From an optimization exercise on the open Yosys and OpenROAD flow, aimed at small area; shortcuts taken in it are not production practice.
In this exercise RTL edits were held to simulation tests only and were not proved equivalent to the original.
No activity file was given, so power comes from the tool's default toggle rates.

==> design/flow/design.v <==
module adder16(A,B,S,Cout);
input	[15:0]	A;
input	[15:0]	B;
output	[15:0]	S;
output			Cout;
assign	{Cout,S} = A + B;
endmodule
module	adder16_8(
					A1,
					A2,
					A3,
					A4,
					A5,
					A6,
					A7,
					A8,
					S
					);
input	[15:0]	A1;
input	[15:0]	A2;
input	[15:0]	A3;
input	[15:0]	A4;
input	[15:0]	A5;
input	[15:0]	A6;
input	[15:0]	A7;
input	[15:0]	A8;
output	[15:0]	S;
wire	[15:0]	A21;
wire	[15:0]	A22;
wire	[15:0]	A23;
wire	[15:0]	A24;
wire	[15:0]	A31;
wire	[15:0]	A32;
adder16		adder16_ins1(.A(A1),.B(A2),.S(A21));
adder16		adder16_ins2(.A(A3),.B(A4),.S(A22));
adder16		adder16_ins3(.A(A5),.B(A6),.S(A23));
adder16		adder16_ins4(.A(A7),.B(A8),.S(A24));
adder16		adder16_ins5(.A(A21),.B(A22),.S(A31));
adder16		adder16_ins6(.A(A23),.B(A24),.S(A32));
adder16		adder16_ins7(.A(A31),.B(A32),.S(S));
endmodule
module mul_gain(
				IN,
				GAIN,
				OUT
				);
input	[15:0]	IN;
input	[7:0]	GAIN;
output	[15:0]	OUT;
wire	[15:0]	adder11;
wire	[15:0]	adder12;
wire	[15:0]	adder13;
wire	[15:0]	adder14;
wire	[15:0]	adder15;
wire	[15:0]	adder16;
wire	[15:0]	adder17;
wire	[15:0]	adder18;
assign	adder11 = GAIN[7]?({IN[15],IN[15],IN[15],IN[15],IN[15:4]}):16'h0000;
assign	adder12 = GAIN[6]?({IN[15],IN[15],IN[15],IN[15],IN[15],IN[15:5]}):16'h0000;
assign	adder13 = GAIN[5]?({IN[15],IN[15],IN[15],IN[15],IN[15],IN[15],IN[15:6]}):16'h0000;
assign	adder14 = GAIN[4]?({IN[15],IN[15],IN[15],IN[15],IN[15],IN[15],IN[15],IN[15:7]}):16'h0000;
assign	adder15 = GAIN[3]?({IN[15],IN[15],IN[15],IN[15],IN[15],IN[15],IN[15],IN[15],IN[15:8]}):16'h0000;
assign	adder16 = GAIN[2]?({IN[15],IN[15],IN[15],IN[15],IN[15],IN[15],IN[15],IN[15],IN[15],IN[15:9]}):16'h0000;
assign	adder17 = GAIN[1]?({IN[15],IN[15],IN[15],IN[15],IN[15],IN[15],IN[15],IN[15],IN[15],IN[15],IN[15:10]}):16'h0000;
assign	adder18 = GAIN[0]?({IN[15],IN[15],IN[15],IN[15],IN[15],IN[15],IN[15],IN[15],IN[15],IN[15],IN[15],IN[15:11]}):16'h0000;
adder16_8	adder16_8_ins1(.A1(adder11),.A2(adder12),.A3(adder13),.A4(adder14),.A5(adder15),.A6(adder16),.A7(adder17),.A8(adder18),.S(OUT));
endmodule 
module ws_bck_gen(
					clk,
					nRst,
					ws,		 
					bck		 
					);
input	clk;
input	nRst;
output	ws;
output	bck;
parameter	CNT_WS_WIDTH = 6;				
parameter	CNT_BCK_WIDTH = 11;
parameter	DIV_VALUE = 12; 
reg	[4:0] cnt_ws;
reg	[3:0]	cnt_bck;
reg	bck_reg;
reg	ws_reg;
always@(posedge clk or negedge nRst)
begin
	if(!nRst)
	begin
		cnt_bck <= 4'b0000;
		cnt_ws  <= 5'b0_0000;
		bck_reg	<= 1'b0;
		ws_reg <= 1'b1;
	end
	else 
	begin
		if(cnt_bck < 4'b0111) 
			cnt_bck[3:0] <= cnt_bck[3:0] + 4'b0001;
		else
		begin
			cnt_bck <= 4'b0000;
			bck_reg <= ~bck_reg;
			if(bck_reg == 1'b1)
			begin
				if(cnt_ws < 5'b0_1111)	 
					cnt_ws[4:0] <= cnt_ws[4:0] + 5'b0_0001;
				else
				begin
					cnt_ws <= 5'b0_0000;
					ws_reg <= ~ws_reg;
				end
			end
		end
	end
end
assign ws = ws_reg;		 
assign bck = bck_reg;	
endmodule
module cmd_decoder(
					clk,
					nRst,
					wr_en,						 
					cmd_data_sw,				 
					data,
					ws,
					codec1_in,
					codec2_in,
					codec3_in,
					codec4_in,
					codec5_in,
					codec6_in,
					codec7_in,
					codec8_in,
					codec1_out,
					codec2_out,
					codec3_out,
					codec4_out
					);
input			clk;
input			nRst;
input			wr_en;
input			cmd_data_sw;
input	[7:0]	data;
input			ws;
input	[15:0]	codec1_in;
input	[15:0]	codec2_in;
input	[15:0]	codec3_in;
input	[15:0]	codec4_in;
input	[15:0]	codec5_in;
input	[15:0]	codec6_in;
input	[15:0]	codec7_in;
input	[15:0]	codec8_in;
output	reg	[15:0]	codec1_out;
output	reg [15:0]	codec2_out;
output	reg [15:0]	codec3_out;
output	reg [15:0]	codec4_out;
reg		[7:0]	cmd_r;
reg		[7:0]	data_r;
reg				ws_reg;
reg		[7:0]	codec_1to1_gain;
reg		[7:0]	codec_2to1_gain;
reg		[7:0]	codec_3to1_gain;
reg		[7:0]	codec_4to1_gain;
reg		[7:0]	codec_5to1_gain;
reg		[7:0]	codec_6to1_gain;
reg		[7:0]	codec_7to1_gain;
reg		[7:0]	codec_8to1_gain;
reg		[7:0]	codec_1to2_gain;
reg		[7:0]	codec_2to2_gain;
reg		[7:0]	codec_3to2_gain;
reg		[7:0]	codec_4to2_gain;
reg		[7:0]	codec_5to2_gain;
reg		[7:0]	codec_6to2_gain;
reg		[7:0]	codec_7to2_gain;
reg		[7:0]	codec_8to2_gain;
reg		[7:0]	codec_1to3_gain;
reg		[7:0]	codec_2to3_gain;
reg		[7:0]	codec_3to3_gain;
reg		[7:0]	codec_4to3_gain;
reg		[7:0]	codec_5to3_gain;
reg		[7:0]	codec_6to3_gain;
reg		[7:0]	codec_7to3_gain;
reg		[7:0]	codec_8to3_gain;
reg		[7:0]	codec_1to4_gain;
reg		[7:0]	codec_2to4_gain;
reg		[7:0]	codec_3to4_gain;
reg		[7:0]	codec_4to4_gain;
reg		[7:0]	codec_5to4_gain;
reg		[7:0]	codec_6to4_gain;
reg		[7:0]	codec_7to4_gain;
reg		[7:0]	codec_8to4_gain;
reg		[7:0]	codec_1to5_gain;
reg		[7:0]	codec_2to5_gain;
reg		[7:0]	codec_3to5_gain;
reg		[7:0]	codec_4to5_gain;
reg		[7:0]	codec_5to5_gain;
reg		[7:0]	codec_6to5_gain;
reg		[7:0]	codec_7to5_gain;
reg		[7:0]	codec_8to5_gain;
reg		[7:0]	codec_1to6_gain;
reg		[7:0]	codec_2to6_gain;
reg		[7:0]	codec_3to6_gain;
reg		[7:0]	codec_4to6_gain;
reg		[7:0]	codec_5to6_gain;
reg		[7:0]	codec_6to6_gain;
reg		[7:0]	codec_7to6_gain;
reg		[7:0]	codec_8to6_gain;
reg		[7:0]	codec_1to7_gain;
reg		[7:0]	codec_2to7_gain;
reg		[7:0]	codec_3to7_gain;
reg		[7:0]	codec_4to7_gain;
reg		[7:0]	codec_5to7_gain;
reg		[7:0]	codec_6to7_gain;
reg		[7:0]	codec_7to7_gain;
reg		[7:0]	codec_8to7_gain;
reg		[7:0]	codec_1to8_gain;
reg		[7:0]	codec_2to8_gain;
reg		[7:0]	codec_3to8_gain;
reg		[7:0]	codec_4to8_gain;
reg		[7:0]	codec_5to8_gain;
reg		[7:0]	codec_6to8_gain;
reg		[7:0]	codec_7to8_gain;
reg		[7:0]	codec_8to8_gain;
localparam LD_1TO1_GAIN = 8'b1100_0000;
localparam LD_2TO1_GAIN = 8'b1100_0001;
localparam LD_3TO1_GAIN = 8'b1100_0010;
localparam LD_4TO1_GAIN = 8'b1100_0011;
localparam LD_5TO1_GAIN = 8'b1100_0100;
localparam LD_6TO1_GAIN = 8'b1100_0101;
localparam LD_7TO1_GAIN = 8'b1100_0110;
localparam LD_8TO1_GAIN = 8'b1100_0111;
localparam LD_1TO2_GAIN = 8'b1100_1000;
localparam LD_2TO2_GAIN = 8'b1100_1001;
localparam LD_3TO2_GAIN = 8'b1100_1010;
localparam LD_4TO2_GAIN = 8'b1100_1011;
localparam LD_5TO2_GAIN = 8'b1100_1100;
localparam LD_6TO2_GAIN = 8'b1100_1101;
localparam LD_7TO2_GAIN = 8'b1100_1110;
localparam LD_8TO2_GAIN = 8'b1100_1111;
localparam LD_1TO3_GAIN = 8'b1101_0000;
localparam LD_2TO3_GAIN = 8'b1101_0001;
localparam LD_3TO3_GAIN = 8'b1101_0010;
localparam LD_4TO3_GAIN = 8'b1101_0011;
localparam LD_5TO3_GAIN = 8'b1101_0100;
localparam LD_6TO3_GAIN = 8'b1101_0101;
localparam LD_7TO3_GAIN = 8'b1101_0110;
localparam LD_8TO3_GAIN = 8'b1101_0111;
localparam LD_1TO4_GAIN = 8'b1101_1000;
localparam LD_2TO4_GAIN = 8'b1101_1001;
localparam LD_3TO4_GAIN = 8'b1101_1010;
localparam LD_4TO4_GAIN = 8'b1101_1011;
localparam LD_5TO4_GAIN = 8'b1101_1100;
localparam LD_6TO4_GAIN = 8'b1101_1101;
localparam LD_7TO4_GAIN = 8'b1101_1110;
localparam LD_8TO4_GAIN = 8'b1101_1111;
localparam LD_1TO5_GAIN = 8'b1110_0000;
localparam LD_2TO5_GAIN = 8'b1110_0001;
localparam LD_3TO5_GAIN = 8'b1110_0010;
localparam LD_4TO5_GAIN = 8'b1110_0011;
localparam LD_5TO5_GAIN = 8'b1110_0100;
localparam LD_6TO5_GAIN = 8'b1110_0101;
localparam LD_7TO5_GAIN = 8'b1110_0110;
localparam LD_8TO5_GAIN = 8'b1110_0111;
localparam LD_1TO6_GAIN = 8'b1110_1000;
localparam LD_2TO6_GAIN = 8'b1110_1001;
localparam LD_3TO6_GAIN = 8'b1110_1010;
localparam LD_4TO6_GAIN = 8'b1110_1011;
localparam LD_5TO6_GAIN = 8'b1110_1100;
localparam LD_6TO6_GAIN = 8'b1110_1101;
localparam LD_7TO6_GAIN = 8'b1110_1110;
localparam LD_8TO6_GAIN = 8'b1110_1111;
localparam LD_1TO7_GAIN = 8'b1111_0000;
localparam LD_2TO7_GAIN = 8'b1111_0001;
localparam LD_3TO7_GAIN = 8'b1111_0010;
localparam LD_4TO7_GAIN = 8'b1111_0011;
localparam LD_5TO7_GAIN = 8'b1111_0100;
localparam LD_6TO7_GAIN = 8'b1111_0101;
localparam LD_7TO7_GAIN = 8'b1111_0110;
localparam LD_8TO7_GAIN = 8'b1111_0111;
localparam LD_1TO8_GAIN = 8'b1111_1000;
localparam LD_2TO8_GAIN = 8'b1111_1001;
localparam LD_3TO8_GAIN = 8'b1111_1010;
localparam LD_4TO8_GAIN = 8'b1111_1011;
localparam LD_5TO8_GAIN = 8'b1111_1100;
localparam LD_6TO8_GAIN = 8'b1111_1101;
localparam LD_7TO8_GAIN = 8'b1111_1110;
localparam LD_8TO8_GAIN = 8'b1111_1111;
wire	[15:0]	adder11,adder12,adder13,adder14,adder15,adder16,adder17,adder18;
wire	[15:0]	adder21,adder22,adder23,adder24,adder25,adder26,adder27,adder28;
wire	[15:0]	adder31,adder32,adder33,adder34,adder35,adder36,adder37,adder38;
wire	[15:0]	adder41,adder42,adder43,adder44,adder45,adder46,adder47,adder48;
wire	[15:0]	adder51,adder52,adder53,adder54,adder55,adder56,adder57,adder58;
wire	[15:0]	adder61,adder62,adder63,adder64,adder65,adder66,adder67,adder68;
wire	[15:0]	adder71,adder72,adder73,adder74,adder75,adder76,adder77,adder78;
wire	[15:0]	adder81,adder82,adder83,adder84,adder85,adder86,adder87,adder88;
wire	[15:0]	codec1_mixer,codec2_mixer,codec3_mixer,codec4_mixer,codec5_mixer,codec6_mixer,codec7_mixer,codec8_mixer;
always@(posedge clk or negedge nRst)
begin
	if(!nRst)
		ws_reg	<= 1'b0;
	else
		ws_reg <= ws;
end
always@(posedge clk or negedge nRst)
begin
	if(!nRst)
	begin
		codec1_out	<= 16'h0000;
		codec2_out	<= 16'h0000;
		codec3_out	<= 16'h0000;
		codec4_out	<= 16'h0000;	
	end
 	else if({ws_reg,ws} == 2'b01)		 
	begin
		codec1_out <= codec2_mixer;
		codec2_out <= codec4_mixer;
		codec3_out <= codec6_mixer;
		codec4_out <= codec8_mixer;
	end
	else if({ws_reg,ws} == 2'b10)		 
	begin
		codec1_out <= codec1_mixer;
		codec2_out <= codec3_mixer;
		codec3_out <= codec5_mixer;
		codec4_out <= codec7_mixer;
	end
end
always@(posedge clk or negedge nRst)
begin
	if(!nRst)
	begin
		cmd_r <= 8'h00;
		data_r <= 8'h00;
	end
	else if(wr_en)
	begin
		if(cmd_data_sw)			 
			cmd_r <= data;
		else					 
			data_r <= data;
	end		
end					
always@(posedge clk or negedge nRst)
begin
	if(!nRst)
	begin
		codec_1to1_gain <= 8'h80;
		codec_2to1_gain <= 8'h80;
		codec_3to1_gain <= 8'h80;
		codec_4to1_gain <= 8'h80;
		codec_5to1_gain <= 8'h80;
		codec_6to1_gain <= 8'h80;
		codec_7to1_gain <= 8'h80;
		codec_8to1_gain <= 8'h80;
		codec_1to2_gain <= 8'h80;
		codec_2to2_gain <= 8'h80;
		codec_3to2_gain <= 8'h80;
		codec_4to2_gain <= 8'h80;
		codec_5to2_gain <= 8'h80;
		codec_6to2_gain <= 8'h80;
		codec_7to2_gain <= 8'h80;
		codec_8to2_gain <= 8'h80;
		codec_1to3_gain <= 8'h80;
		codec_2to3_gain <= 8'h80;
		codec_3to3_gain <= 8'h80;
		codec_4to3_gain <= 8'h80;
		codec_5to3_gain <= 8'h80;
		codec_6to3_gain <= 8'h80;
		codec_7to3_gain <= 8'h80;
		codec_8to3_gain <= 8'h80;
		codec_1to4_gain <= 8'h80;
		codec_2to4_gain <= 8'h80;
		codec_3to4_gain <= 8'h80;
		codec_4to4_gain <= 8'h80;
		codec_5to4_gain <= 8'h80;
		codec_6to4_gain <= 8'h80;
		codec_7to4_gain <= 8'h80;
		codec_8to4_gain <= 8'h80;
		codec_1to5_gain <= 8'h80;
		codec_2to5_gain <= 8'h80;
		codec_3to5_gain <= 8'h80;
		codec_4to5_gain <= 8'h80;
		codec_5to5_gain <= 8'h80;
		codec_6to5_gain <= 8'h80;
		codec_7to5_gain <= 8'h80;
		codec_8to5_gain <= 8'h80;
		codec_1to6_gain <= 8'h80;
		codec_2to6_gain <= 8'h80;
		codec_3to6_gain <= 8'h80;
		codec_4to6_gain <= 8'h80;
		codec_5to6_gain <= 8'h80;
		codec_6to6_gain <= 8'h80;
		codec_7to6_gain <= 8'h80;
		codec_8to6_gain <= 8'h80;
		codec_1to7_gain <= 8'h80;
		codec_2to7_gain <= 8'h80;
		codec_3to7_gain <= 8'h80;
		codec_4to7_gain <= 8'h80;
		codec_5to7_gain <= 8'h80;
		codec_6to7_gain <= 8'h80;
		codec_7to7_gain <= 8'h80;
		codec_8to7_gain <= 8'h80;
		codec_1to8_gain <= 8'h80;
		codec_2to8_gain <= 8'h80;
		codec_3to8_gain <= 8'h80;
		codec_4to8_gain <= 8'h80;
		codec_5to8_gain <= 8'h80;
		codec_6to8_gain <= 8'h80;
		codec_7to8_gain <= 8'h80;
		codec_8to8_gain <= 8'h80;
	end
	else if(wr_en&(!cmd_data_sw))	 
	begin
		case(cmd_r)
		LD_1TO1_GAIN:
				 codec_1to1_gain <= data;
		LD_2TO1_GAIN:
				codec_2to1_gain <= data;
		LD_3TO1_GAIN:
				codec_3to1_gain <= data;
		LD_4TO1_GAIN:
				codec_4to1_gain <= data;
		LD_5TO1_GAIN:
				codec_5to1_gain <= data;
		LD_6TO1_GAIN:
				codec_6to1_gain <= data;
		LD_7TO1_GAIN:
				codec_7to1_gain <= data;
		LD_8TO1_GAIN:
				codec_8to1_gain <= data;
		LD_1TO2_GAIN:
				 codec_1to2_gain <= data;
		LD_2TO2_GAIN:
				codec_2to2_gain <= data;
		LD_3TO2_GAIN:
				codec_3to2_gain <= data;
		LD_4TO2_GAIN:
				codec_4to2_gain <= data;
		LD_5TO2_GAIN:
				codec_5to2_gain <= data;
		LD_6TO2_GAIN:
				codec_6to2_gain <= data;
		LD_7TO2_GAIN:
				codec_7to2_gain <= data;
		LD_8TO2_GAIN:
				codec_8to2_gain <= data;
		LD_1TO3_GAIN:
				 codec_1to3_gain <= data;
		LD_2TO3_GAIN:
				codec_2to3_gain <= data;
		LD_3TO3_GAIN:
				codec_3to3_gain <= data;
		LD_4TO3_GAIN:
				codec_4to3_gain <= data;
		LD_5TO3_GAIN:
				codec_5to3_gain <= data;
		LD_6TO3_GAIN:
				codec_6to3_gain <= data;
		LD_7TO3_GAIN:
				codec_7to3_gain <= data;
		LD_8TO3_GAIN:
				codec_8to3_gain <= data;
		LD_1TO4_GAIN:
				 codec_1to4_gain <= data;
		LD_2TO4_GAIN:
				codec_2to4_gain <= data;
		LD_3TO4_GAIN:
				codec_3to4_gain <= data;
		LD_4TO4_GAIN:
				codec_4to4_gain <= data;
		LD_5TO4_GAIN:
				codec_5to4_gain <= data;
		LD_6TO4_GAIN:
				codec_6to4_gain <= data;
		LD_7TO4_GAIN:
				codec_7to4_gain <= data;
		LD_8TO4_GAIN:
				codec_8to4_gain <= data;
		LD_1TO5_GAIN:
				 codec_1to5_gain <= data;
		LD_2TO5_GAIN:
				codec_2to5_gain <= data;
		LD_3TO5_GAIN:
				codec_3to5_gain <= data;
		LD_4TO5_GAIN:
				codec_4to5_gain <= data;
		LD_5TO5_GAIN:
				codec_5to5_gain <= data;
		LD_6TO5_GAIN:
				codec_6to5_gain <= data;
		LD_7TO5_GAIN:
				codec_7to5_gain <= data;
		LD_8TO5_GAIN:
				codec_8to5_gain <= data;
		LD_1TO6_GAIN:
				 codec_1to6_gain <= data;
		LD_2TO6_GAIN:
				codec_2to6_gain <= data;
		LD_3TO6_GAIN:
				codec_3to6_gain <= data;
		LD_4TO6_GAIN:
				codec_4to6_gain <= data;
		LD_5TO6_GAIN:
				codec_5to6_gain <= data;
		LD_6TO6_GAIN:
				codec_6to6_gain <= data;
		LD_7TO6_GAIN:
				codec_7to6_gain <= data;
		LD_8TO6_GAIN:
				codec_8to6_gain <= data;
		LD_1TO7_GAIN:
				 codec_1to7_gain <= data;
		LD_2TO7_GAIN:
				codec_2to7_gain <= data;
		LD_3TO7_GAIN:
				codec_3to7_gain <= data;
		LD_4TO7_GAIN:
				codec_4to7_gain <= data;
		LD_5TO7_GAIN:
				codec_5to7_gain <= data;
		LD_6TO7_GAIN:
				codec_6to7_gain <= data;
		LD_7TO7_GAIN:
				codec_7to7_gain <= data;
		LD_8TO7_GAIN:
				codec_8to7_gain <= data;
		LD_1TO8_GAIN:
				 codec_1to8_gain <= data;
		LD_2TO8_GAIN:
				codec_2to8_gain <= data;
		LD_3TO8_GAIN:
				codec_3to8_gain <= data;
		LD_4TO8_GAIN:
				codec_4to8_gain <= data;
		LD_5TO8_GAIN:
				codec_5to8_gain <= data;
		LD_6TO8_GAIN:
				codec_6to8_gain <= data;
		LD_7TO8_GAIN:
				codec_7to8_gain <= data;
		LD_8TO8_GAIN:
				codec_8to8_gain <= data;
		default:;
		endcase
	end
end		
mul_gain	mul_gain_ins11(.IN(codec1_in),.GAIN(codec_1to1_gain),.OUT(adder11));
mul_gain	mul_gain_ins12(.IN(codec2_in),.GAIN(codec_2to1_gain),.OUT(adder12));
mul_gain	mul_gain_ins13(.IN(codec3_in),.GAIN(codec_3to1_gain),.OUT(adder13));
mul_gain	mul_gain_ins14(.IN(codec4_in),.GAIN(codec_4to1_gain),.OUT(adder14));
mul_gain	mul_gain_ins15(.IN(codec5_in),.GAIN(codec_5to1_gain),.OUT(adder15));
mul_gain	mul_gain_ins16(.IN(codec6_in),.GAIN(codec_6to1_gain),.OUT(adder16));
mul_gain	mul_gain_ins17(.IN(codec7_in),.GAIN(codec_7to1_gain),.OUT(adder17));
mul_gain	mul_gain_ins18(.IN(codec8_in),.GAIN(codec_8to1_gain),.OUT(adder18));
mul_gain	mul_gain_ins21(.IN(codec1_in),.GAIN(codec_1to2_gain),.OUT(adder21));
mul_gain	mul_gain_ins22(.IN(codec2_in),.GAIN(codec_2to2_gain),.OUT(adder22));
mul_gain	mul_gain_ins23(.IN(codec3_in),.GAIN(codec_3to2_gain),.OUT(adder23));
mul_gain	mul_gain_ins24(.IN(codec4_in),.GAIN(codec_4to2_gain),.OUT(adder24));
mul_gain	mul_gain_ins25(.IN(codec5_in),.GAIN(codec_5to2_gain),.OUT(adder25));
mul_gain	mul_gain_ins26(.IN(codec6_in),.GAIN(codec_6to2_gain),.OUT(adder26));
mul_gain	mul_gain_ins27(.IN(codec7_in),.GAIN(codec_7to2_gain),.OUT(adder27));
mul_gain	mul_gain_ins28(.IN(codec8_in),.GAIN(codec_8to2_gain),.OUT(adder28));
mul_gain	mul_gain_ins31(.IN(codec1_in),.GAIN(codec_1to3_gain),.OUT(adder31));
mul_gain	mul_gain_ins32(.IN(codec2_in),.GAIN(codec_2to3_gain),.OUT(adder32));
mul_gain	mul_gain_ins33(.IN(codec3_in),.GAIN(codec_3to3_gain),.OUT(adder33));
mul_gain	mul_gain_ins34(.IN(codec4_in),.GAIN(codec_4to3_gain),.OUT(adder34));
mul_gain	mul_gain_ins35(.IN(codec5_in),.GAIN(codec_5to3_gain),.OUT(adder35));
mul_gain	mul_gain_ins36(.IN(codec6_in),.GAIN(codec_6to3_gain),.OUT(adder36));
mul_gain	mul_gain_ins37(.IN(codec7_in),.GAIN(codec_7to3_gain),.OUT(adder37));
mul_gain	mul_gain_ins38(.IN(codec8_in),.GAIN(codec_8to3_gain),.OUT(adder38));
mul_gain	mul_gain_ins41(.IN(codec1_in),.GAIN(codec_1to4_gain),.OUT(adder41));
mul_gain	mul_gain_ins42(.IN(codec2_in),.GAIN(codec_2to4_gain),.OUT(adder42));
mul_gain	mul_gain_ins43(.IN(codec3_in),.GAIN(codec_3to4_gain),.OUT(adder43));
mul_gain	mul_gain_ins44(.IN(codec4_in),.GAIN(codec_4to4_gain),.OUT(adder44));
mul_gain	mul_gain_ins45(.IN(codec5_in),.GAIN(codec_5to4_gain),.OUT(adder45));
mul_gain	mul_gain_ins46(.IN(codec6_in),.GAIN(codec_6to4_gain),.OUT(adder46));
mul_gain	mul_gain_ins47(.IN(codec7_in),.GAIN(codec_7to4_gain),.OUT(adder47));
mul_gain	mul_gain_ins48(.IN(codec8_in),.GAIN(codec_8to4_gain),.OUT(adder48));
mul_gain	mul_gain_ins51(.IN(codec1_in),.GAIN(codec_1to5_gain),.OUT(adder51));
mul_gain	mul_gain_ins52(.IN(codec2_in),.GAIN(codec_2to5_gain),.OUT(adder52));
mul_gain	mul_gain_ins53(.IN(codec3_in),.GAIN(codec_3to5_gain),.OUT(adder53));
mul_gain	mul_gain_ins54(.IN(codec4_in),.GAIN(codec_4to5_gain),.OUT(adder54));
mul_gain	mul_gain_ins55(.IN(codec5_in),.GAIN(codec_5to5_gain),.OUT(adder55));
mul_gain	mul_gain_ins56(.IN(codec6_in),.GAIN(codec_6to5_gain),.OUT(adder56));
mul_gain	mul_gain_ins57(.IN(codec7_in),.GAIN(codec_7to5_gain),.OUT(adder57));
mul_gain	mul_gain_ins58(.IN(codec8_in),.GAIN(codec_8to5_gain),.OUT(adder58));
mul_gain	mul_gain_ins61(.IN(codec1_in),.GAIN(codec_1to6_gain),.OUT(adder61));
mul_gain	mul_gain_ins62(.IN(codec2_in),.GAIN(codec_2to6_gain),.OUT(adder62));
mul_gain	mul_gain_ins63(.IN(codec3_in),.GAIN(codec_3to6_gain),.OUT(adder63));
mul_gain	mul_gain_ins64(.IN(codec4_in),.GAIN(codec_4to6_gain),.OUT(adder64));
mul_gain	mul_gain_ins65(.IN(codec5_in),.GAIN(codec_5to6_gain),.OUT(adder65));
mul_gain	mul_gain_ins66(.IN(codec6_in),.GAIN(codec_6to6_gain),.OUT(adder66));
mul_gain	mul_gain_ins67(.IN(codec7_in),.GAIN(codec_7to6_gain),.OUT(adder67));
mul_gain	mul_gain_ins68(.IN(codec8_in),.GAIN(codec_8to6_gain),.OUT(adder68));
mul_gain	mul_gain_ins71(.IN(codec1_in),.GAIN(codec_1to7_gain),.OUT(adder71));
mul_gain	mul_gain_ins72(.IN(codec2_in),.GAIN(codec_2to7_gain),.OUT(adder72));
mul_gain	mul_gain_ins73(.IN(codec3_in),.GAIN(codec_3to7_gain),.OUT(adder73));
mul_gain	mul_gain_ins74(.IN(codec4_in),.GAIN(codec_4to7_gain),.OUT(adder74));
mul_gain	mul_gain_ins75(.IN(codec5_in),.GAIN(codec_5to7_gain),.OUT(adder75));
mul_gain	mul_gain_ins76(.IN(codec6_in),.GAIN(codec_6to7_gain),.OUT(adder76));
mul_gain	mul_gain_ins77(.IN(codec7_in),.GAIN(codec_7to7_gain),.OUT(adder77));
mul_gain	mul_gain_ins78(.IN(codec8_in),.GAIN(codec_8to7_gain),.OUT(adder78));
mul_gain	mul_gain_ins81(.IN(codec1_in),.GAIN(codec_1to8_gain),.OUT(adder81));
mul_gain	mul_gain_ins82(.IN(codec2_in),.GAIN(codec_2to8_gain),.OUT(adder82));
mul_gain	mul_gain_ins83(.IN(codec3_in),.GAIN(codec_3to8_gain),.OUT(adder83));
mul_gain	mul_gain_ins84(.IN(codec4_in),.GAIN(codec_4to8_gain),.OUT(adder84));
mul_gain	mul_gain_ins85(.IN(codec5_in),.GAIN(codec_5to8_gain),.OUT(adder85));
mul_gain	mul_gain_ins86(.IN(codec6_in),.GAIN(codec_6to8_gain),.OUT(adder86));
mul_gain	mul_gain_ins87(.IN(codec7_in),.GAIN(codec_7to8_gain),.OUT(adder87));
mul_gain	mul_gain_ins88(.IN(codec8_in),.GAIN(codec_8to8_gain),.OUT(adder88));
adder16_8	adder16_8_ins1(.A1(adder11),.A2(adder12),.A3(adder13),.A4(adder14),.A5(adder15),.A6(adder16),.A7(adder17),.A8(adder18),.S(codec1_mixer));
adder16_8	adder16_8_ins2(.A1(adder21),.A2(adder22),.A3(adder23),.A4(adder24),.A5(adder25),.A6(adder26),.A7(adder27),.A8(adder28),.S(codec2_mixer));
adder16_8	adder16_8_ins3(.A1(adder31),.A2(adder32),.A3(adder33),.A4(adder34),.A5(adder35),.A6(adder36),.A7(adder37),.A8(adder38),.S(codec3_mixer));
adder16_8	adder16_8_ins4(.A1(adder41),.A2(adder42),.A3(adder43),.A4(adder44),.A5(adder45),.A6(adder46),.A7(adder47),.A8(adder48),.S(codec4_mixer));
adder16_8	adder16_8_ins5(.A1(adder51),.A2(adder52),.A3(adder53),.A4(adder54),.A5(adder55),.A6(adder56),.A7(adder57),.A8(adder58),.S(codec5_mixer));
adder16_8	adder16_8_ins6(.A1(adder61),.A2(adder62),.A3(adder63),.A4(adder64),.A5(adder65),.A6(adder66),.A7(adder67),.A8(adder68),.S(codec6_mixer));
adder16_8	adder16_8_ins7(.A1(adder71),.A2(adder72),.A3(adder73),.A4(adder74),.A5(adder75),.A6(adder76),.A7(adder77),.A8(adder78),.S(codec7_mixer));
adder16_8	adder16_8_ins8(.A1(adder81),.A2(adder82),.A3(adder83),.A4(adder84),.A5(adder85),.A6(adder86),.A7(adder87),.A8(adder88),.S(codec8_mixer));
endmodule
module channel_tx(
			clk,
			nRst,			
			ws,
			bck,
			data_in,
			data_bit_tx
		);
input	clk;
input	nRst;		
input	ws;
input	bck;
input	[15:0] data_in;
output	data_bit_tx;
reg		[3:0] bck_reg;
reg		ws_reg;
reg		[16:0] data_reg;
always@(posedge clk or negedge nRst)
begin
	if(!nRst)
		bck_reg <= 4'b0000;
	else
		bck_reg <= {bck_reg[2:0],bck};
end
always@(posedge clk or negedge nRst)
begin
	if(!nRst)
		ws_reg <= 1'b0;
	else
		ws_reg <= ws;
end
always@(posedge clk or negedge nRst)
begin
	if(!nRst)
		data_reg <= 17'h0000000;
	else if({ws_reg,ws} == 2'b01 || {ws_reg,ws} == 2'b10)
		data_reg <= {1'b0,data_in};						 
	else if(bck_reg == 4'b1000)						 
		data_reg <= {data_reg[15:0],1'b0};			 
end
assign	data_bit_tx = data_reg[16];
endmodule 
module channel_rx(
					clk,
					nRst,		
					bck,				 
					data_out,			 
					data_bit_rx			 
				);
input	clk;
input	nRst;
input	bck;
output	[15:0]	data_out;
input	data_bit_rx;
reg		bck_reg;
reg		[15:0]	data_reg;
always@(posedge clk or negedge nRst)
begin
	if(!nRst)
		bck_reg <= 1'b0;
	else
		bck_reg <= bck;
end
assign	data_out = data_reg[15:0];
always@(posedge clk or negedge nRst)
begin
	if(!nRst)
		data_reg <= 16'h0000;		
	else if((bck_reg == 1'b0) && (bck == 1'b1))		 
		data_reg <= {data_reg[14:0],data_bit_rx};		
end
endmodule
module audio_mixer(
			clk,	 
			nRst,
			ad_ws,
			ad_bck,
			ad_di,
			ad_do,
			ad_l3md,
			ad_l3clk,
			ad_l3data,
			mcu_data,
			mcu_wr,
			mcu_cmd_data_sw,
			mcu_l3md,
			mcu_l3clk,
			mcu_l3data,
			mcu_cs1,
			mcu_cs0,		
			led	
			);
input	clk;
input	nRst;
output	[3:0] ad_ws;
output	[3:0] ad_bck;		
input	[3:0] ad_di;		
output	[3:0] ad_do;
output	[3:0] ad_l3md;
output	[3:0] ad_l3clk;
output	[3:0] ad_l3data;
input	[7:0]	mcu_data;
input 	mcu_wr;
input	mcu_cmd_data_sw;
input	mcu_l3md;
input	mcu_l3clk;
input	mcu_l3data;
input	mcu_cs1;
input	mcu_cs0;		
output	[2:0]	led;			
wire			CLK_24MHZ;
wire			ws;
wire			bck;
wire	[15:0]	data_out0;
wire	[15:0]	data_out1;
wire	[15:0]	data_out2;
wire	[15:0]	data_out3;
reg		[15:0]	data_left0;	
reg		[15:0]	data_left1;	
reg		[15:0]	data_left2;	
reg		[15:0]	data_left3;	
reg		[15:0]	data_right0;
reg		[15:0]	data_right1;
reg		[15:0]	data_right2;
reg		[15:0]	data_right3;
reg		[15:0]	data_left_buf0;	
reg		[15:0]	data_left_buf1;	
reg		[15:0]	data_left_buf2;	
reg		[15:0]	data_left_buf3;
reg		[15:0]	data_right_buf0;
reg		[15:0]	data_right_buf1;
reg		[15:0]	data_right_buf2;
reg		[15:0]	data_right_buf3;
wire	[15:0]	mixer_data0;		
wire	[15:0]	mixer_data1;		
wire	[15:0]	mixer_data2;		
wire	[15:0]	mixer_data3;		
reg				bck_reg;
reg				ws_reg;			
assign CLK_24MHZ = clk;
ws_bck_gen	ws_bck_gen_ins(
							.clk(CLK_24MHZ),
							.nRst(nRst),
							.ws(ws),					 
							.bck(bck)					 
							);					   
channel_rx	channel_rx_ins0(		
						.clk(CLK_24MHZ),
						.nRst(nRst),			
						.bck(bck),						 
						.data_out(data_out0),			 
						.data_bit_rx(ad_di[0])			 
						);
channel_tx	channel_tx_ins0(
						.clk(CLK_24MHZ),
						.nRst(nRst),
						.ws(ws),
						.bck(bck),
						.data_in(mixer_data0),
						.data_bit_tx(ad_do[0])
						);
channel_rx	channel_rx_ins1(		
						.clk(CLK_24MHZ),
						.nRst(nRst),			
						.bck(bck),						 
						.data_out(data_out1),			 
						.data_bit_rx(ad_di[1])			 
						);
channel_tx	channel_tx_ins1(
						.clk(CLK_24MHZ),
						.nRst(nRst),
						.ws(ws),
						.bck(bck),
						.data_in(mixer_data1),
						.data_bit_tx(ad_do[1])
						);
channel_rx	channel_rx_ins2(		
						.clk(CLK_24MHZ),
						.nRst(nRst),			
						.bck(bck),						 
						.data_out(data_out2),			 
						.data_bit_rx(ad_di[2])			 
						);
channel_tx	channel_tx_ins2(
						.clk(CLK_24MHZ),
						.nRst(nRst),
						.ws(ws),
						.bck(bck),
						.data_in(mixer_data2),
						.data_bit_tx(ad_do[2])
						);
channel_rx	channel_rx_ins3(		
						.clk(CLK_24MHZ),
						.nRst(nRst),			
						.bck(bck),						 
						.data_out(data_out3),			 
						.data_bit_rx(ad_di[3])			 
						);
channel_tx	channel_tx_ins3(
						.clk(CLK_24MHZ),
						.nRst(nRst),
						.ws(ws),
						.bck(bck),
						.data_in(mixer_data3),
						.data_bit_tx(ad_do[3])
						);
cmd_decoder	cmd_decoder_ins		
						(
						.clk(CLK_24MHZ),
						.nRst(nRst),
						.wr_en(mcu_wr),					 
						.cmd_data_sw(mcu_cmd_data_sw),	 
						.data(mcu_data),
						.ws(ws),
						.codec1_in(data_left_buf0),
						.codec2_in(data_right_buf0),
						.codec3_in(data_left_buf1),
						.codec4_in(data_right_buf1),
						.codec5_in(data_left_buf2),
						.codec6_in(data_right_buf2),
						.codec7_in(data_left_buf3),
						.codec8_in(data_right_buf3),
						.codec1_out(mixer_data0),
						.codec2_out(mixer_data1),
						.codec3_out(mixer_data2),
						.codec4_out(mixer_data3)
						);
always@(posedge CLK_24MHZ or negedge nRst)
begin
	if(!nRst)
		ws_reg <= 1'b0;
	else
		ws_reg <= ws;
end
always@(posedge CLK_24MHZ or negedge nRst)
begin
	if(!nRst)
		bck_reg <= 1'b0;
	else
		bck_reg <= bck;
end
always@(posedge CLK_24MHZ or negedge nRst)
begin
	if(!nRst)
	begin
		data_left0 <= 16'h0000;
		data_left1 <= 16'h0000;
		data_left2 <= 16'h0000;
		data_left3 <= 16'h0000;
	end
	else if({ws_reg,ws} == 2'b01)
	begin
		data_left0 <= data_out0;
		data_left1 <= data_out1;
		data_left2 <= data_out2;
		data_left3 <= data_out3;
	end	
end
always@(posedge CLK_24MHZ or negedge nRst)
begin
	if(!nRst)
	begin
		data_right0 <= 16'h0000;
		data_right1 <= 16'h0000;
		data_right2 <= 16'h0000;
		data_right3 <= 16'h0000;
	end
	else if({ws_reg,ws} == 2'b10)
	begin
		data_right0 <= data_out0;
		data_right1 <= data_out1;
		data_right2 <= data_out2;
		data_right3 <= data_out3;
	end	
end
always@(posedge CLK_24MHZ or negedge nRst)
begin
	if(!nRst)
	begin	
		data_left_buf0 <= 16'h0000;
		data_right_buf0 <= 16'h0000;
		data_left_buf1 <= 16'h0000;
		data_right_buf1 <= 16'h0000;
		data_left_buf2 <= 16'h0000;
		data_right_buf2 <= 16'h0000;
		data_left_buf3 <= 16'h0000;
		data_right_buf3 <= 16'h0000;
	end
	else if({bck_reg,bck} == 2'b01)
	begin
		data_left_buf0 <= data_left0;
		data_right_buf0 <= data_right0;
		data_left_buf1 <= data_left1;
		data_right_buf1 <= data_right1;
		data_left_buf2 <= data_left2;
		data_right_buf2 <= data_right2;
		data_left_buf3 <= data_left3;
		data_right_buf3 <= data_right3;
	end	
end
assign led[0] = ad_di;
assign led[1] = ad_di;
assign led[2] = ad_di;
assign ad_l3md[0] = ({mcu_cs1,mcu_cs0} == 2'b00)?mcu_l3md:2'b11;
assign ad_l3clk[0] = ({mcu_cs1,mcu_cs0} == 2'b00)?mcu_l3clk:2'b11;
assign ad_l3data[0] = ({mcu_cs1,mcu_cs0} == 2'b00)?mcu_l3data:2'b11;
assign ad_l3md[1] = ({mcu_cs1,mcu_cs0} == 2'b01)?mcu_l3md:2'b11;
assign ad_l3clk[1] = ({mcu_cs1,mcu_cs0} == 2'b01)?mcu_l3clk:2'b11;
assign ad_l3data[1] = ({mcu_cs1,mcu_cs0} == 2'b01)?mcu_l3data:2'b11;
assign ad_l3md[2] = ({mcu_cs1,mcu_cs0} == 2'b10)?mcu_l3md:2'b11;
assign ad_l3clk[2] = ({mcu_cs1,mcu_cs0} == 2'b10)?mcu_l3clk:2'b11;
assign ad_l3data[2] = ({mcu_cs1,mcu_cs0} == 2'b10)?mcu_l3data:2'b11;
assign ad_l3md[3] = ({mcu_cs1,mcu_cs0} == 2'b11)?mcu_l3md:2'b11;
assign ad_l3clk[3] = ({mcu_cs1,mcu_cs0} == 2'b11)?mcu_l3clk:2'b11;
assign ad_l3data[3] = ({mcu_cs1,mcu_cs0} == 2'b11)?mcu_l3data:2'b11;
assign ad_ws[0] = ws;
assign ad_bck[0] = bck;
assign ad_ws[1] = ws;
assign ad_bck[1] = bck;
assign ad_ws[2] = ws;
assign ad_bck[2] = bck;
assign ad_ws[3] = ws;
assign ad_bck[3] = bck;		
endmodule 
==> design/flow/run.sh <==
#!/bin/bash
# synth_recipe.tcl (not shown) runs the flow's synth.tcl, then flattens the netlist and writes it again
# the make line also repeats each setting of config.mk as NAME=value (left out here)
make -C /OpenROAD-flow-scripts/flow DESIGN_CONFIG=/design/flow/config.mk WORK_HOME=/design/flow/orfs CLKGATE_MAP_FILE= SYNTH_SCRIPT=/design/flow/synth_recipe.tcl finish
==> design/flow/config.mk <==
export PLATFORM = sky130hd
export DESIGN_NAME = audio_mixer
export DESIGN_NICKNAME = audio_mixer
export VERILOG_FILES = /design/flow/design.v
export SDC_FILE = /design/flow/constraint.sdc
export NUM_CORES = 4
export LEC_CHECK = 0
export CAP_MARGIN = 20
export CORE_MARGIN = 2
export CORE_UTILIZATION = 45
export PLACE_DENSITY = 0.55
export SLEW_MARGIN = 20
==> design/flow/constraint.sdc <==
create_clock -name core_clock -period 20.0 [get_ports {clk}]
set_input_delay 4.0000 -clock core_clock [delete_from_list [all_inputs] [get_ports {clk}]]
set_output_delay 4.0000 -clock core_clock [all_outputs]
set_load 0.01 [all_outputs]
==> out/metrics.csv <==
stage;metric;value;unit
sta;worstMarginPinSlew;1.22;ns
clock_network;htreeDepth;4;
clock_network;cts_setup_buffers;0;
final_layout;drive_gt1_share;7.17;%
sta;rsz0062_at_grt;false;
synthesis;synthDistinctLibCells;63;
synthesis;yosys.area.top_type;fa_1;
clock_network;clock-root-buffer;clkbuf_16;
worst_setup_path;cpPeakStageDelay;1.11;ns
pwr;p_per_area;22.9;mW/mm^2
synthesis;netlist.area_leader.share;55.9;%
sta;min_period_over_period;51.9;%
place;place_ws;9.72;ns
synthesis;ys_warn_count;5;
sta;fin_skew;0.115;ns
sta;timing.final.ws_setup;9.61;ns
worst_setup_path;crit_top_cell;fa_1;
synthesis;synth_edf_count;0;
detailed_routing;post_drt_wl_per_cell;26.2;um
floorplanning;fp.dieW;683;um
synthesis;synthCells;19900;
place;post_dp_cell_area;0.214;mm^2
final_layout;area_growth;5.50;%
clock_network;cts_inserted_buffers;139;
worst_setup_path;critPathLaunchType;flop;
sta;fmax;0.0963;GHz
sta;max_slew_margin;18.4;%
synthesis;synth_area_leaders;fa_1, dfrtp_1, inv_1, and2_1, mux2_2;
clock_network;clock_latency;0.93;ns
clock_network;clkTransAtPathRegs;0.06;ns
detailed_routing;antenna_left;0;
clock_network;cts_hold_buf;0;
floorplanning;die_h;683;um
worst_hold_path;hp-class;flop to flop;
worst_setup_path;worstSetupPathType;flop to flop;
detailed_routing;drt_iter0_drc;11300;
grt;grt.total_usage;30.1;%
worst_setup_path;path_max_fanout;25;
detailed_routing;postRouteWirelength;672;mm
sta;setup_violations;0;
detailed_routing;viasPerCell;5.17;
grt;grt_max_degree;145;
worst_setup_path;path_buf_inv;7;
synthesis;synthArstFlopShare;100;%
pwr;finalPower;5.00;mW
place;port_buffers;47;
sta;min_period;10.39;ns
clock_network;cts_buffer_depth;4;
sta;hold_viol_final;0;
worst_setup_path;cp-end-kind;flop;
clock_network;post_cts_resized;0;
floorplanning;row_count;249;
final_layout;final_cell_area;0.219;mm^2
synthesis;synth_common_cells;fa_1, inv_1, nand2_1, and2_1, dfrtp_1;
place;routabilityCongestion;0.950;
worst_setup_path;arrival;11.08;ns
synthesis;ys_seq_area_share;11.2;%
sta;setup-tns-final;0;ns
pwr;leakagePower;112;nW
synthesis;avgSynthCellArea;10.4;um^2
worst_setup_path;critPathSlowestCell;dfrtp_2;
grt;overflow;0;
synthesis;synthFlopType;dfrtp_1;
pwr;ir_worst_vdd;0.0666;mV
floorplanning;start_util;45.1;%
floorplanning;dieArea;0.466;mm^2
outcome;status;no timing/DRC/antenna violations;
detailed_routing;via_count;133000;
floorplanning;fp.coreArea;0.459;mm^2
place;place_inst;25400;
synthesis;synth_seq_cells;924;
synthesis;netlist_area;0.207;mm^2
floorplanning;ios;48;
final_layout;nets;25600;
sta;report.final.slew_viol_count;0;
clock_network;cts_tree;yes;
clock_network;clock_sinks;924;
final_layout;fillCellCount;43300;
detailed_routing;first_pass_iters;5;
synthesis;synth.most_common_cell;fa_1;
worst_setup_path;required;20.69;ns
job;cap_violations;0;
final_layout;layout.cells.non_filler;25700;
place;dp_hpwl;542;mm
worst_setup_path;crit_family;adder cells;
grt;grt_pass1_vias;147000;
grt;antenna_found_initial;107;
detailed_routing;drcViolationCount;0;
grt;grt_first_pass_wirelength;1010;mm
synthesis;syn_nets;26100;
layout make-up:
type,instances,area (um^2),area share (%)
Timing Repair Buffer,231,1930,0.883
Multi-Input combinational cell,12500,160000,73.2
Clock buffer,189,3880,1.77
Antenna cell,65,163,0.0744
Inverter,5515,20700,9.47
Clock inverter,59,810,0.370
Sequential cell,924,23400,10.7
Tap cell,6149,7690,3.52
cell usage in the layout (no fill, tap or decap), types with 10 or more instances in the layout:
cell                n
fa_1             5792
inv_1            5513
nand2_1          2262
and2_1           2223
mux2_2            793
dfrtp_1           771
ha_1              426
xnor2_1           203
buf_4             178
clkbuf_16         142
a21oi_1           140
nor2_1            132
mux2i_1            94
diode_2            65
dfstp_2            65
xor2_1             58
nand3_1            51
dfrtp_4            49
nor3_1             41
dfrtp_2            39
clkdlybuf4s50_1    38
a21o_1             37
a211o_1            35
o21ai_0            35
clkbuf_1           32
nand2b_1           24
clkinv_2           23
a31oi_1            23
o211ai_1           18
nand3b_1           16
bufinv_16          15
clkbuf_8           15
or2_2              13
and3_1             13
or3_1              12
nor2_2             11
buf_6              10
worst paths after layout:
path                                             from                                 end  slack [ns]  cells past startpoint
setup / recovery                   data_right_buf0[9]      cmd_decoder_ins.codec4_out[15]        9.61                     25
max in group asynchronous                        nRst  cmd_decoder_ins.codec_3to4_gain[5]       13.02                      5
setup reg to reg                   data_right_buf0[9]      cmd_decoder_ins.codec4_out[15]        9.61                     25
hold reg to reg            channel_tx_ins3.bck_reg[2]          channel_tx_ins0.bck_reg[3]        0.40                      0
hold / removal             channel_tx_ins3.bck_reg[2]          channel_tx_ins0.bck_reg[3]        0.40                      0
min in group asynchronous                        nRst  cmd_decoder_ins.codec_2to7_gain[1]        3.07                      1
metal layers:
| metal | wire length [um] | part of all wire, % | track usage, % |
|---|---|---|---|
| met3 | 53900 | 8.0 | 4.75 |
| met5 | 126 | 0.019 | 0 |
| met1 | 273000 | 41 | 41.7 |
| met2 | 315000 | 47 | 48.1 |
| met4 | 30000 | 4.5 | 11.1 |
cells by family after synthesis:
| family | Yosys count | synth area share, % |
|---|---|---|
| muxes | 893 | 4.79 |
| and+or+nand+nor | 4818 | 11.6 |
| buffers and inverters | 6403 | 11.6 |
| adders and majority gates | 6220 | 58.5 |
| AOI/OAI and AO/OA | 347 | 1.08 |
| xor gates and xnor gates | 269 | 1.19 |
| DFF | 924 | 11.2 |
report_power, final:
group	switching, mW	internal (mW)
sequential	0.188	1.94
combinational	0.132	0.0586
clock	1.12	1.56
metrics by stage:
stage	hold slack [ns]	utilization [%]
floorplan	0.355	-
global placement	0.384	46.6
detailed placement	0.385	46.6
CTS	0.398	47.6
global route	0.412	47.6
finish	0.398	47.6

static timing again, ports no longer ideal:
The results above use ideal ports. As a check the final layout listed here was re-extracted and re-timed, cells and wires unchanged.
Step 1, drivers: a clkbuf_16 drives clk and a buf_2 each remaining input, both assumed.
Step 2 adds t to the input delays and takes it off the output delays; t is the mean of the earliest and latest rising clock arrival at the registers after step 1. Input paths then give back, and output paths get back, about the clock's delay inside the block.
a / b / c = no drivers / after step 1 / after step 2; a / b = the first two.
t (ns): 0.996
slack for setup (ns): 9.611 / 9.611 / 9.611
worst hold slack (ns): 0.398 / 0.398 / 0.398
After both steps setup and hold are still met in this run. The setup slack of this run moves by 0.000 ns with the drivers and by 0.000 ns with both steps.
